Context: an optimization exercise on an open-source flow, tuned for small area. The choices shown serve that exercise and are no tape-out recipe.
Function was checked by simulation only, so behaviour that the tests miss may differ from the original.
The clock port is modelled as an ideal driver, which makes a skipped or thinned clock tree look cheaper than it is; a real chip needs a root buffer or a tree.
Power and IR drop assume default switching activity.

Setup of exp/onyx:
Design calculator, start of the top module:
module calculator #(parameter BCDdigits = 2, parameter cols_count = 4, parameter rows_count = 4)(
  input clk, rst, start,
  output [cols_count-1:0] cols,
  input  [rows_count-1:0] rows,
  output reg [7:0] digit1, digit2, digit3, digit4,
  output reg sign);
  reg [1:0] c;           
  reg       busy;        
  wire      rnz = |rows;
  always @(posedge clk) begin
    busy <= rnz;
    if (!rst) c <= 2'd0;
    else if (start & ~busy & ~rnz) c <= {c[1] ^ c[0], ~c[0]};
  end
  assign cols = {c[1] & c[0], c[1] & ~c[0], ~c[1] & c[0], ~c[1] & ~c[0]};
  wire ev = ~busy & rnz;                          
  wire [3:0] k = {rows[0] | rows[1], rows[0] | rows[2], c};
  wire kdig = ~k[3] | (~k[2] & ~k[1]);            
  wire kop  = k[3] & (k[2] ^ k[1]);               
  wire keq  = k[3] & k[2] & k[1] & ~k[0];         
  wire kclr = k[3] & k[2] & k[1] & k[0];          
  reg e, f;
  reg [1:0] op, nop;     
  reg s;                 
  reg F;                 
  reg act;               
  reg [5:0] cnt;
  reg [15:0] d;          
  reg [13:0] q;          
  wire [7:0] A = d[15:8];
  wire [3:0] st = cnt[3:0];
  wire [1:0] slot = cnt[5:4];
  function [1:0] fa(input a, input b, input ci); fa = {(a & b) | (ci & (a ^ b)), a ^ b ^ ci}; endfunction
  function [1:0] ha(input a, input b); ha = {a & b, a ^ b}; endfunction
  wire [3:0] h = d[7:4], l = d[3:0];
  wire [1:0] b1 = ha(l[1], h[0]);
  wire [1:0] b2 = fa(l[2], h[1], b1[1]);
  wire [1:0] b3a = fa(l[3], h[2], h[0]);
  wire [1:0] b3 = ha(b3a[0], b2[1]);
  wire [1:0] b4a = fa(h[3], h[1], b3a[1]);
  wire [1:0] b4 = ha(b4a[0], b3[1]);
  wire [1:0] b5a = fa(h[2], b4a[1], b4[1]);
  wire [1:0] b6 = ha(h[3], b5a[1]);
  wire [7:0] B = {b6[1], b6[0], b5a[0], b4[0], b3[0], b2[0], b1[0], l[0]};
  ...
==> flow/config.mk <==
export PLATFORM = sky130hd
export DESIGN_NAME = calculator
export DESIGN_NICKNAME = calculator
export VERILOG_FILES = /design/flow/design.v
export SDC_FILE = /design/flow/constraint.sdc
export NUM_CORES = 4
export LEC_CHECK = 0
export CAP_MARGIN = 20
export CORE_MARGIN = 2
export CORE_UTILIZATION = 40
export SLEW_MARGIN = 20
==> flow/constraint.sdc <==
create_clock -name core_clock -period 85.0 [get_ports {clk}]
set_input_delay 17.0000 -clock core_clock [delete_from_list [all_inputs] [get_ports {clk}]]
set_output_delay 17.0000 -clock core_clock [all_outputs]
set_load 0.01 [all_outputs]
standard.sh (not shown) runs the stock make flow with config.mk's settings and CLKGATE_MAP_FILE= SYNTH_SCRIPT=/design/flow/synth_recipe.tcl, a recipe that flattens the netlist after the stock synthesis.
==> flow/flow/run.sh <==
#!/bin/bash
# Own layout flow: the standard ORFS flow, except
#  - synthesis maps logic for area (no adder-cell extraction, ABC area script),
#    with the registers checked against the standard synthesis;
#  - ports are buffered with buf_1 cells.
# Every tool's output goes to a log file in this folder.
set -uo pipefail
W=$PWD
P=$FLOW_PLATFORM
ARGS=$(grep -m1 '^make -C' standard.sh | sed -E 's/.*SYNTH_SCRIPT=[^ ]+ //; s/"\$\{@:-finish\}"//')
export OWN_ABC_SCRIPT=$W/flow/area.abc
# extra make arguments for the layout steps, one per line
EXTRA=()
if [[ -f flow/extra_args.txt ]]; then mapfile -t EXTRA < flow/extra_args.txt; fi
EXTRA=("${EXTRA[@]//@W@/$W}")

regs() { grep -oE '^ *sky130_fd_sc_hd__(df|edf|sdf|dl)[a-z]*_[0-9]+ +[^ ]+' "$1" | sed -E 's/_[0-9]+ +/ /; s/^ *//' | sort; }

# 1. standard synthesis, for reference
make -C $FLOW_HOME DESIGN_CONFIG=$FLOW_CONFIG WORK_HOME=$W/ref CLKGATE_MAP_FILE= SYNTH_SCRIPT=$W/synth_recipe.tcl $ARGS synth > ref_synth.log 2>&1
regs ref/results/$P/calculator/base/1_2_yosys.v > ref_regs.txt

# 2. own synthesis
make -C $FLOW_HOME DESIGN_CONFIG=$FLOW_CONFIG WORK_HOME=$W/orfs CLKGATE_MAP_FILE= SYNTH_SCRIPT=$W/flow/own_synth.tcl $ARGS synth > own_synth.log 2>&1
regs orfs/results/$P/calculator/base/1_2_yosys.v > own_regs.txt
if ! cmp -s ref_regs.txt own_regs.txt || [ ! -s own_regs.txt ]; then
  echo "registers differ from the standard synthesis: using it" > fallback.log
  rm -rf orfs
  SYN=$W/synth_recipe.tcl
else
  SYN=$W/flow/own_synth.tcl
fi

# 3. rest of the flow
make -C $FLOW_HOME DESIGN_CONFIG=$FLOW_CONFIG WORK_HOME=$W/orfs CLKGATE_MAP_FILE= SYNTH_SCRIPT=$SYN $ARGS \
  BUFFER_PORTS_ARGS="-buffer_cell sky130_fd_sc_hd__buf_1" "${EXTRA[@]}" finish > own_finish.log 2>&1

ODB=$W/orfs/results/$P/calculator/base/6_final.odb
if [[ -f $ODB ]]; then
  : # left out here: write the final layout as DEF
fi
==> flow/flow/cts_hook.tcl <==
# Sourced before ORFS's CTS step: replaces TritonCTS by a one-level clock
# tree.  The clock net's sinks are split by x position into OWN_CTS_GROUPS
# groups of equal size, each driven by one OWN_CTS_BUF placed at its
# group's centre.  The clock port then drives only these buffers.
rename clock_tree_synthesis tritoncts_clock_tree_synthesis
proc clock_tree_synthesis {args} {
  set ngroups $::env(OWN_CTS_GROUPS)
  set block [ord::get_db_block]
  set db [ord::get_db]
  set master [$db findMaster $::env(OWN_CTS_BUF)]
  set clk [$block findNet $::env(OWN_CTS_NET)]
  set sinks {}
  foreach it [$clk getITerms] {
    set inst [$it getInst]
    set loc [$inst getLocation]
    lappend sinks [list [lindex $loc 0] [lindex $loc 1] $it]
  }
  set sinks [lsort -integer -index 0 $sinks]
  set n [llength $sinks]
  puts "own CTS: $n sinks, $ngroups buffers of [$master getName]"
  for {set g 0} {$g < $ngroups} {incr g} {
    set lo [expr {$g * $n / $ngroups}]
    set hi [expr {($g + 1) * $n / $ngroups - 1}]
    set grp [lrange $sinks $lo $hi]
    set sx 0; set sy 0
    foreach s $grp { incr sx [lindex $s 0]; incr sy [lindex $s 1] }
    set cx [expr {$sx / [llength $grp]}]
    set cy [expr {$sy / [llength $grp]}]
    set buf [odb::dbInst_create $block $master "clkbuf_own_$g"]
    set net [odb::dbNet_create $block "clknet_own_$g"]
    $net setSigType CLOCK
    [$buf findITerm A] connect $clk
    [$buf findITerm X] connect $net
    foreach s $grp {
      set it [lindex $s 2]
      $it disconnect
      $it connect $net
    }
    $buf setLocation $cx $cy
    $buf setPlacementStatus PLACED
    puts "own CTS: clkbuf_own_$g drives [llength $grp] sinks at ($cx, $cy)"
  }
  $clk setSigType CLOCK
}
==> flow/flow/extra_args.txt <==
PRE_CTS_TCL=@W@/flow/cts_hook.tcl
OWN_CTS_GROUPS=3
OWN_CTS_BUF=sky130_fd_sc_hd__clkbuf_8
OWN_CTS_NET=clk
Other scripts of this flow, unchanged in this note and not shown: flow/flow/area.abc, flow/flow/own_synth.tcl
Both conditions hold for exp/onyx: the flow ran to the end and the final layout passed the timing, DRC and antenna checks.
Here is what was changed in the inputs of exp/xenon compared with exp/onyx.
--- a/flow/flow/run.sh
+++ b/flow/flow/run.sh
@@ -13,5 +13,4 @@
 EXTRA=()
 if [[ -f flow/extra_args.txt ]]; then mapfile -t EXTRA < flow/extra_args.txt; fi
-EXTRA=("${EXTRA[@]//@W@/$W}")
 
 regs() { grep -oE '^ *sky130_fd_sc_hd__(df|edf|sdf|dl)[a-z]*_[0-9]+ +[^ ]+' "$1" | sed -E 's/_[0-9]+ +/ /; s/^ *//' | sort; }
==> flow/flow/extra_args.txt <==
CTS_ARGS=-sink_clustering_enable -repair_clock_nets -buf_list sky130_fd_sc_hd__clkbuf_8 -root_buf sky130_fd_sc_hd__clkbuf_8 -sink_clustering_size 30 -sink_clustering_max_diameter 300 -dont_use_dummy_load
removed: flow/flow/cts_hook.tcl
==> results.txt <==
NOTE post-route cell area exp/onyx->exp/xenon increased slightly. Clock skew delta (exp/xenon − exp/onyx): unfavourable. exp/xenon vs. exp/onyx: switching power up 1.6%; synthesized cell count flat; filler-free cell count of the finished design up 2; maximum achievable frequency up 0.43%. Between exp/onyx and exp/xenon, the sequential power does not differ in any meaningful way. Changes observed in exp/xenon relative to exp/onyx: total power after layout rose by about 2.8%, post-layout minimum cycle time fell by 0.084 ns.
[inputs] exp/harbor vs exp/xenon
--- a/flow/flow/run.sh
+++ b/flow/flow/run.sh
@@ -13,4 +13,5 @@
 EXTRA=()
 if [[ -f flow/extra_args.txt ]]; then mapfile -t EXTRA < flow/extra_args.txt; fi
+EXTRA=("${EXTRA[@]//@W@/$W}")
 
 regs() { grep -oE '^ *sky130_fd_sc_hd__(df|edf|sdf|dl)[a-z]*_[0-9]+ +[^ ]+' "$1" | sed -E 's/_[0-9]+ +/ /; s/^ *//' | sort; }
==> flow/flow/cts_hook.tcl (new file) <==
# Sourced before ORFS's CTS step: replaces TritonCTS by a one-level clock
# tree.  The clock net's sinks are split by x position into OWN_CTS_GROUPS
# groups of equal size, each driven by one OWN_CTS_BUF placed at its
# group's centre.  The clock port then drives only these buffers.
rename clock_tree_synthesis tritoncts_clock_tree_synthesis
proc clock_tree_synthesis {args} {
  set ngroups $::env(OWN_CTS_GROUPS)
  set block [ord::get_db_block]
  set db [ord::get_db]
  set master [$db findMaster $::env(OWN_CTS_BUF)]
  set clk [$block findNet $::env(OWN_CTS_NET)]
  set sinks {}
  foreach it [$clk getITerms] {
    set inst [$it getInst]
    set loc [$inst getLocation]
    lappend sinks [list [lindex $loc 0] [lindex $loc 1] $it]
  }
  set sinks [lsort -integer -index 0 $sinks]
  set n [llength $sinks]
  puts "own CTS: $n sinks, $ngroups buffers of [$master getName]"
  for {set g 0} {$g < $ngroups} {incr g} {
    set lo [expr {$g * $n / $ngroups}]
    set hi [expr {($g + 1) * $n / $ngroups - 1}]
    set grp [lrange $sinks $lo $hi]
    set sx 0; set sy 0
    foreach s $grp { incr sx [lindex $s 0]; incr sy [lindex $s 1] }
    set cx [expr {$sx / [llength $grp]}]
    set cy [expr {$sy / [llength $grp]}]
    set buf [odb::dbInst_create $block $master "clkbuf_own_$g"]
    set net [odb::dbNet_create $block "clknet_own_$g"]
    $net setSigType CLOCK
    [$buf findITerm A] connect $clk
    [$buf findITerm X] connect $net
    foreach s $grp {
      set it [lindex $s 2]
      $it disconnect
      $it connect $net
    }
    $buf setLocation $cx $cy
    $buf setPlacementStatus PLACED
    puts "own CTS: clkbuf_own_$g drives [llength $grp] sinks at ($cx, $cy)"
  }
  $clk setSigType CLOCK
}
==> flow/flow/extra_args.txt <==
PRE_CTS_TCL=@W@/flow/cts_hook.tcl
OWN_CTS_GROUPS=3
OWN_CTS_BUF=sky130_fd_sc_hd__clkbuf_8
OWN_CTS_NET=clk
SKIP_REPAIR_TIE_FANOUT=1
==> comparison <==
There was hardly any difference in worst hold margin between exp/xenon and exp/harbor. Full die area: exp/harbor vs exp/xenon, no meaningful difference. Sort exp/harbor and exp/xenon by worst setup margin desc -> top: exp/xenon. Lower multi-input logic portion of the cell area was reported by exp/xenon, not exp/harbor. Taking exp/xenon as the reference, in exp/harbor headroom to the max-slew limit went up by 1.9 points; clock transition at the register clock pins on the worst setup and hold paths after CTS went up by 0.03 ns; internal power went down by about 3.8%; switching power share of the total went up by 0.79 points. Relative to exp/xenon, exp/harbor improves first-pass GRT wire length.
The clock cells of exp/onyx and exp/harbor come from the design's own scripts or RTL, not from TritonCTS.

==> port drivers added, routing unchanged <==
In the flow no input, the clock included, has a driving cell. The finished layouts below were timed again as built, in two steps.
Step 1, drivers: a clkbuf_16 drives clk and a buf_2 each remaining input, both assumed.
Step 2 adds t to the input delays and takes it off the output delays; t is the mean of the earliest and latest rising clock arrival at the registers after step 1. Input paths then give back, and output paths get back, about the clock's delay inside the block.
Three values: ideal, step 1, step 2; two values: the first two.
run | t, ns | setup slack, ns | latest minus earliest clock arrival (ns)
exp/onyx | 0.208 | 65.303 / 65.327 / 65.118 | 0.007 / 0.007
exp/xenon | 0.323 | 65.388 / 65.388 / 65.066 | 0.017 / 0.017
exp/harbor | 0.205 | 65.325 / 65.350 / 65.145 | 0.008 / 0.008
After both steps every run listed still meets setup and hold. The setup slack of exp/xenon, which loses most, moves by 0.000 ns with the drivers and by -0.322 ns with both steps.
